This is an optimization exercise on Yosys and OpenROAD, whose aim is small area, not a production implementation. In this exercise RTL edits were held to simulation tests only and were not proved equivalent to the original. The clock port is modelled as an ideal driver; clocking choices that lean on that would not hold on a real chip.

==> flow/design.v <==
`timescale 1ns / 1ps
module debouncer(btn, clk, rst, btn_state, btn_rise);
    input btn;
    input clk;
    input rst;
    output btn_state;
    output btn_rise;
    localparam [16:0] LAST = 17'h0aa01;
    reg state;
    reg [16:0] lfsr;
    wire clear = rst | ~btn;
    always @(posedge clk) begin
        if (clear | state)
            lfsr <= 17'b0;
        else
            lfsr <= {~lfsr[15:0], lfsr[16] ^ lfsr[13]};
        state <= ~clear & (state | (lfsr == LAST));
    end
    assign btn_state = state;
    assign btn_rise = state & lfsr[0];
endmodule
`timescale 1ns / 1ps
module clocks(clk, rst, adj, clk_blink, tick_fast, step);
input wire clk;
input wire rst;
input wire adj;
output wire clk_blink;
output wire tick_fast;
output wire step;
reg [3:0] a;    
reg [6:0] m;    
reg [2:0] k;    
wire a_last = a[3] & a[0];                        
wire m_last = m[6] & m[5] & m[4] & m[3] & m[2];   
wire k_en = a_last & m_last;
wire [5:0] mp;
assign mp[0] = m[0];
genvar i;
generate for (i = 1; i < 6; i = i + 1) begin : g_mp
    assign mp[i] = mp[i-1] & m[i];
end endgenerate
wire a_clr = rst | a_last;
wire m_clr = rst | k_en;
always @(posedge clk) begin
    a[0] <= ~a_clr & ~a[0];
    a[1] <= ~a_clr & (a[1] ^ a[0]);
    a[2] <= ~a_clr & (a[2] ^ (a[1] & (a[0] & ~a[3])));
    a[3] <= ~a_clr & (a[3] | (a[2] & a[1] & a[0]));
    m[0] <= ~m_clr & (m[0] ^ a_last);
    m[1] <= ~m_clr & (m[1] ^ (a[3] & (a[0] & m[0])));
    m[2] <= ~m_clr & (m[2] ^ (a_last & mp[1]));
    m[3] <= ~m_clr & (m[3] ^ (a_last & mp[2]));
    m[4] <= ~m_clr & (m[4] ^ (a_last & mp[3]));
    m[5] <= ~m_clr & (m[5] ^ (a_last & mp[4]));
    m[6] <= ~m_clr & (m[6] ^ (a_last & mp[5]));
    k[0] <= ~rst & (k[0] ^ k_en);
    k[1] <= ~rst & (k[1] ^ (a_last & (m_last & k[0])));
    k[2] <= ~rst & (k[2] ^ (k_en & (k[0] & k[1])));
end
assign clk_blink = k[0];
assign tick_fast = ~a[3] & a[2] & ~a[1] & ~a[0];    
assign step = k_en & (k[0] & (adj ? ~k[1] : (k[1] & ~k[2])));
endmodule
`timescale 1ns / 1ps
module counter(sys_rst, rst, ps_rise, adj, select, clk, step, sec1, sec0, min1, min0);
input wire sys_rst;
input wire rst;
input wire ps_rise;
input wire adj;
input wire select;
input wire clk;
input wire step;
output reg [3:0] sec1;   
output reg [2:0] sec0;   
output reg [3:0] min1;   
output reg [2:0] min0;   
reg pause;
always @(posedge clk)
    pause <= ~sys_rst & (pause ^ ps_rise);
wire run = step & ~pause;
wire s1_9 = sec1[3] & sec1[0];
wire s0_5 = sec0[2] & sec0[0];
wire m1_9 = min1[3] & min1[0];
wire inc_s = run & (~adj | select);
wire inc_m = run & (adj ? ~select : (s1_9 & s0_5));
wire inc_s0 = inc_s & s1_9;
wire inc_m0 = inc_m & m1_9;
always @(posedge clk) begin
    sec1[0] <= ~rst & (sec1[0] ^ inc_s);
    sec1[1] <= ~rst & (sec1[1] ^ (inc_s & (sec1[0] & ~sec1[3])));
    sec1[2] <= ~rst & (sec1[2] ^ (inc_s & (sec1[0] & sec1[1])));
    sec1[3] <= ~rst & (sec1[3] ^ (inc_s & (sec1[0] & (sec1[3] | (sec1[1] & sec1[2])))));
    sec0[0] <= ~rst & (sec0[0] ^ inc_s0);
    sec0[1] <= ~rst & (sec0[1] ^ (inc_s0 & (sec0[0] & ~sec0[2])));
    sec0[2] <= ~rst & (sec0[2] ^ (inc_s0 & (sec0[0] & (sec0[2] | sec0[1]))));
    min1[0] <= ~rst & (min1[0] ^ inc_m);
    min1[1] <= ~rst & (min1[1] ^ (inc_m & (min1[0] & ~min1[3])));
    min1[2] <= ~rst & (min1[2] ^ (inc_m & (min1[0] & min1[1])));
    min1[3] <= ~rst & (min1[3] ^ (inc_m & (min1[0] & (min1[3] | (min1[1] & min1[2])))));
    min0[0] <= ~rst & (min0[0] ^ inc_m0);
    min0[1] <= ~rst & (min0[1] ^ (inc_m0 & (min0[0] & ~min0[2])));
    min0[2] <= ~rst & (min0[2] ^ (inc_m0 & (min0[0] & (min0[2] | min0[1]))));
end
endmodule
`timescale 1ns / 1ps
module digit_to_segment(digit, segment);
input wire [3:0] digit;
output wire [6:0] segment;
wire c3 = digit[3], c2 = digit[2], c1 = digit[1], c0 = digit[0];
wire bl = c3 & c2;
assign segment[6] = (~c3 & ~c2 & ~c1 & c0) | bl | (c2 & ~c1 & ~c0);
assign segment[5] = bl | (c2 & ~c1 & c0) | (c2 & c1 & ~c0);
assign segment[4] = bl | (~c2 & c1 & ~c0);
assign segment[3] = (~c3 & ~c2 & ~c1 & c0) | (c2 & ~c1 & ~c0) | (c2 & c1 & c0);
assign segment[2] = (c2 & ~c1) | c0;
assign segment[1] = (~c3 & ~c2 & c0) | bl | (~c2 & c1) | (c1 & c0);
assign segment[0] = (~c3 & ~c2 & ~c1) | bl | (c2 & c1 & c0);
endmodule
`timescale 1ns / 1ps
module stopwatch(clk, rst, btnR, btnC, sw, seg, an);
    input wire clk;
    input wire rst;
    input wire btnR;
    input wire btnC;
    input wire [1:0] sw;
    output wire [6:0] seg;
    output wire [3:0] an;
    wire btnR_st, btnC_st, btnC_rise;
    wire clk_blink, tick_fast, step;
    wire [3:0] sec1, min1;
    wire [2:0] sec0, min0;
    debouncer reset(.btn(btnR), .clk(clk), .rst(rst), .btn_state(btnR_st), .btn_rise());
    debouncer pause(.btn(btnC), .clk(clk), .rst(rst), .btn_state(btnC_st), .btn_rise(btnC_rise));
    wire clr = rst | btnR_st;
    clocks clk_wires(.clk(clk), .rst(clr), .adj(sw[1]), .clk_blink(clk_blink),
                     .tick_fast(tick_fast), .step(step));
    counter decide_digits(.sys_rst(rst), .rst(clr), .ps_rise(btnC_rise), .adj(sw[1]), .select(sw[0]),
                          .clk(clk), .step(step),
                          .sec1(sec1), .sec0(sec0), .min1(min1), .min0(min0));
    reg [1:0] dig_counter;
    reg mode;          
    reg [3:0] code;    
    wire [1:0] pos = dig_counter ^ {2{sw[1]}};
    wire blank = sw[1] & ~clk_blink & (pos[1] ^ sw[0]);
    wire [3:0] digit = pos[1] ? (pos[0] ? {1'b0, min0} : min1)
                              : (pos[0] ? {1'b0, sec0} : sec1);
    always @(posedge clk) begin
        if (rst) begin
            dig_counter <= 2'b00;
            code <= 4'b1111;
        end else if (tick_fast) begin
            dig_counter[0] <= ~dig_counter[0];
            dig_counter[1] <= dig_counter[1] ^ dig_counter[0];
            mode <= sw[1];
            code <= {digit[3] | blank, digit[2] | blank, digit[1] & ~blank, digit[0] & ~blank};
        end
    end
    digit_to_segment display(.digit(code), .segment(seg));
    wire sh0 = ~dig_counter[0] ^ mode;
    wire sh1 = dig_counter[1] ^ ~dig_counter[0] ^ mode;
    wire on = ~(code[3] & code[1]);
    assign an[0] = ~(on & ~sh1 & ~sh0);
    assign an[1] = ~(on & ~sh1 & sh0);
    assign an[2] = ~(on & sh1 & ~sh0);
    assign an[3] = ~(on & sh1 & sh0);
endmodule
clock: 10.0 ns
lec_check: 0
cap_margin: 20
core_margin: 2
core_utilization: 60
slew_margin: 20
standard.sh (not shown) runs the stock make flow with config.mk's settings and CLKGATE_MAP_FILE= SYNTH_SCRIPT=/design/flow/synth_recipe.tcl, a recipe that flattens the netlist after the stock synthesis.
==> flow/flow/run.sh <==
#!/bin/bash
# Own layout flow: the standard flow, with
#  - synthesis as synth_recipe.tcl, but ABC run with an area-only script and
#    without Yosys's half/full adder extraction (same registers and names);
#  - the smallest buffer on the ports;
#  - a clock tree without dummy loads.
# Each tool's output goes to a log file of its own in this folder.
set -euo pipefail
WORK=$(pwd)
export OWN_FLOW_DIR="$WORK/flow"
bash standard.sh SYNTH_SCRIPT="$WORK/flow/own_synth.tcl" synth > "$WORK/synth.log" 2>&1
bash standard.sh SYNTH_SCRIPT="$WORK/flow/own_synth.tcl" \
  BUFFER_PORTS_ARGS="-buffer_cell sky130_fd_sc_hd__buf_1" \
  CTS_ARGS="-sink_clustering_enable -repair_clock_nets -dont_use_dummy_load -buf_list sky130_fd_sc_hd__clkbuf_4" \
  finish > "$WORK/layout.log" 2>&1
==> flow/flow/area.abc <==
strash
balance -l; resub -K 6 -l; rewrite -l; resub -K 6 -N 2 -l; refactor -l; resub -K 8 -l; balance -l; resub -K 8 -N 2 -l; rewrite -l; resub -K 10 -l; rewrite -z -l; resub -K 10 -N 2 -l; balance -l; resub -K 12 -l; refactor -z -l; resub -K 12 -N 2 -l; rewrite -z -l; balance -l
dch -f
amap
topo
==> flow/flow/own_synth.tcl <==
# synth_recipe.tcl with ABC's area-only mapping and no adder extraction.
# The procs below are defined before synth.tcl imports Yosys's commands, so
# they take the place of Yosys's abc and extract_fa there.
proc abc {args} {
  set i [lsearch $args -script]
  if {$i >= 0} {
    set args [lreplace $args $i [expr {$i + 1}] -script $::env(OWN_FLOW_DIR)/area.abc]
  }
  yosys abc {*}$args
}
proc extract_fa {args} { }
source [file join [file dirname $::env(OWN_FLOW_DIR)] synth_recipe.tcl]
The starting point ran to the end with no violations.
==> next run, changes <==
--- a/flow/flow/run.sh
+++ b/flow/flow/run.sh
@@ -4,5 +4,5 @@
 #    without Yosys's half/full adder extraction (same registers and names);
 #  - the smallest buffer on the ports;
-#  - a clock tree without dummy loads.
+#  - one clock buffer driving all flip-flops in place of an H-tree.
 # Each tool's output goes to a log file of its own in this folder.
 set -euo pipefail
@@ -12,4 +12,4 @@
 bash standard.sh SYNTH_SCRIPT="$WORK/flow/own_synth.tcl" \
   BUFFER_PORTS_ARGS="-buffer_cell sky130_fd_sc_hd__buf_1" \
-  CTS_ARGS="-sink_clustering_enable -repair_clock_nets -dont_use_dummy_load -buf_list sky130_fd_sc_hd__clkbuf_4" \
+  PRE_CTS_TCL="$WORK/flow/cts_one_buffer.tcl" OWN_CLOCK_BUFFER=sky130_fd_sc_hd__clkbuf_16 \
   finish > "$WORK/layout.log" 2>&1
==> flow/flow/cts_one_buffer.tcl (new file) <==
# Sourced by ORFS's cts.tcl before its clock tree synthesis (PRE_CTS_TCL).
# The design has only a few dozen flip-flops, so in place of TritonCTS's
# H-tree the clock port drives one clock buffer, placed at the centre of the
# flip-flops, and that buffer drives every flip-flop's clock pin.
proc clock_tree_synthesis {args} {
  set block [ord::get_db_block]
  set sx 0
  set sy 0
  set n 0
  foreach inst [$block getInsts] {
    if {[[$inst getMaster] isSequential]} {
      set bb [$inst getBBox]
      set sx [expr {$sx + ([$bb xMin] + [$bb xMax]) / 2}]
      set sy [expr {$sy + ([$bb yMin] + [$bb yMax]) / 2}]
      incr n
    }
  }
  set dbu [$block getDbUnitsPerMicron]
  set x [expr {double($sx) / $n / $dbu}]
  set y [expr {double($sy) / $n / $dbu}]
  puts "one clock buffer for $n flip-flops at ($x, $y)"
  insert_buffer -buffer_cell $::env(OWN_CLOCK_BUFFER) -net clk \
    -location [list $x $y] -buffer_name clkbuf_root -net_name clknet_root
  set buf [$block findInst clkbuf_root]
  foreach iterm [$buf getITerms] {
    set net [$iterm getNet]
    if {$net != "NULL"} {
      puts "clock buffer pin [[$iterm getMTerm] getName] on net [$net getName]"
      $net setSigType CLOCK
    }
  }
  set_propagated_clock [all_clocks]
}
What happened: With this change the flow did not get past 4_1_cts; synthesized area does not change; synthesized cell count does not change.

port drivers added, routing unchanged:
No port has a modelled driver above. Below, the same layout with a new extraction and two added sets of constraints.
Step 1 assumes that a clkbuf_16 drives the clock port and a buf_2 every other input.
Step 2 moves the port delays by t, midway between the first and last clock arrival at a register: inputs arrive t later, outputs are due t later. That takes back most of the time a late clock gives input paths.
Three values: ideal, step 1, step 2; two values: the first two.
run: the first run
t, ns: 0.414
slack for setup (ns): 6.249 / 6.225 / 5.965
worst hold slack (ns): 0.397 / 0.397 / 0.397
latest minus earliest clock arrival (ns): 0.031 / 0.031
worst slew at a driven data input, ns: 0.03
After both steps the first run still meets setup and hold. For the first run, drivers alone change the setup slack by -0.024 ns; drivers and shift together by -0.284 ns.
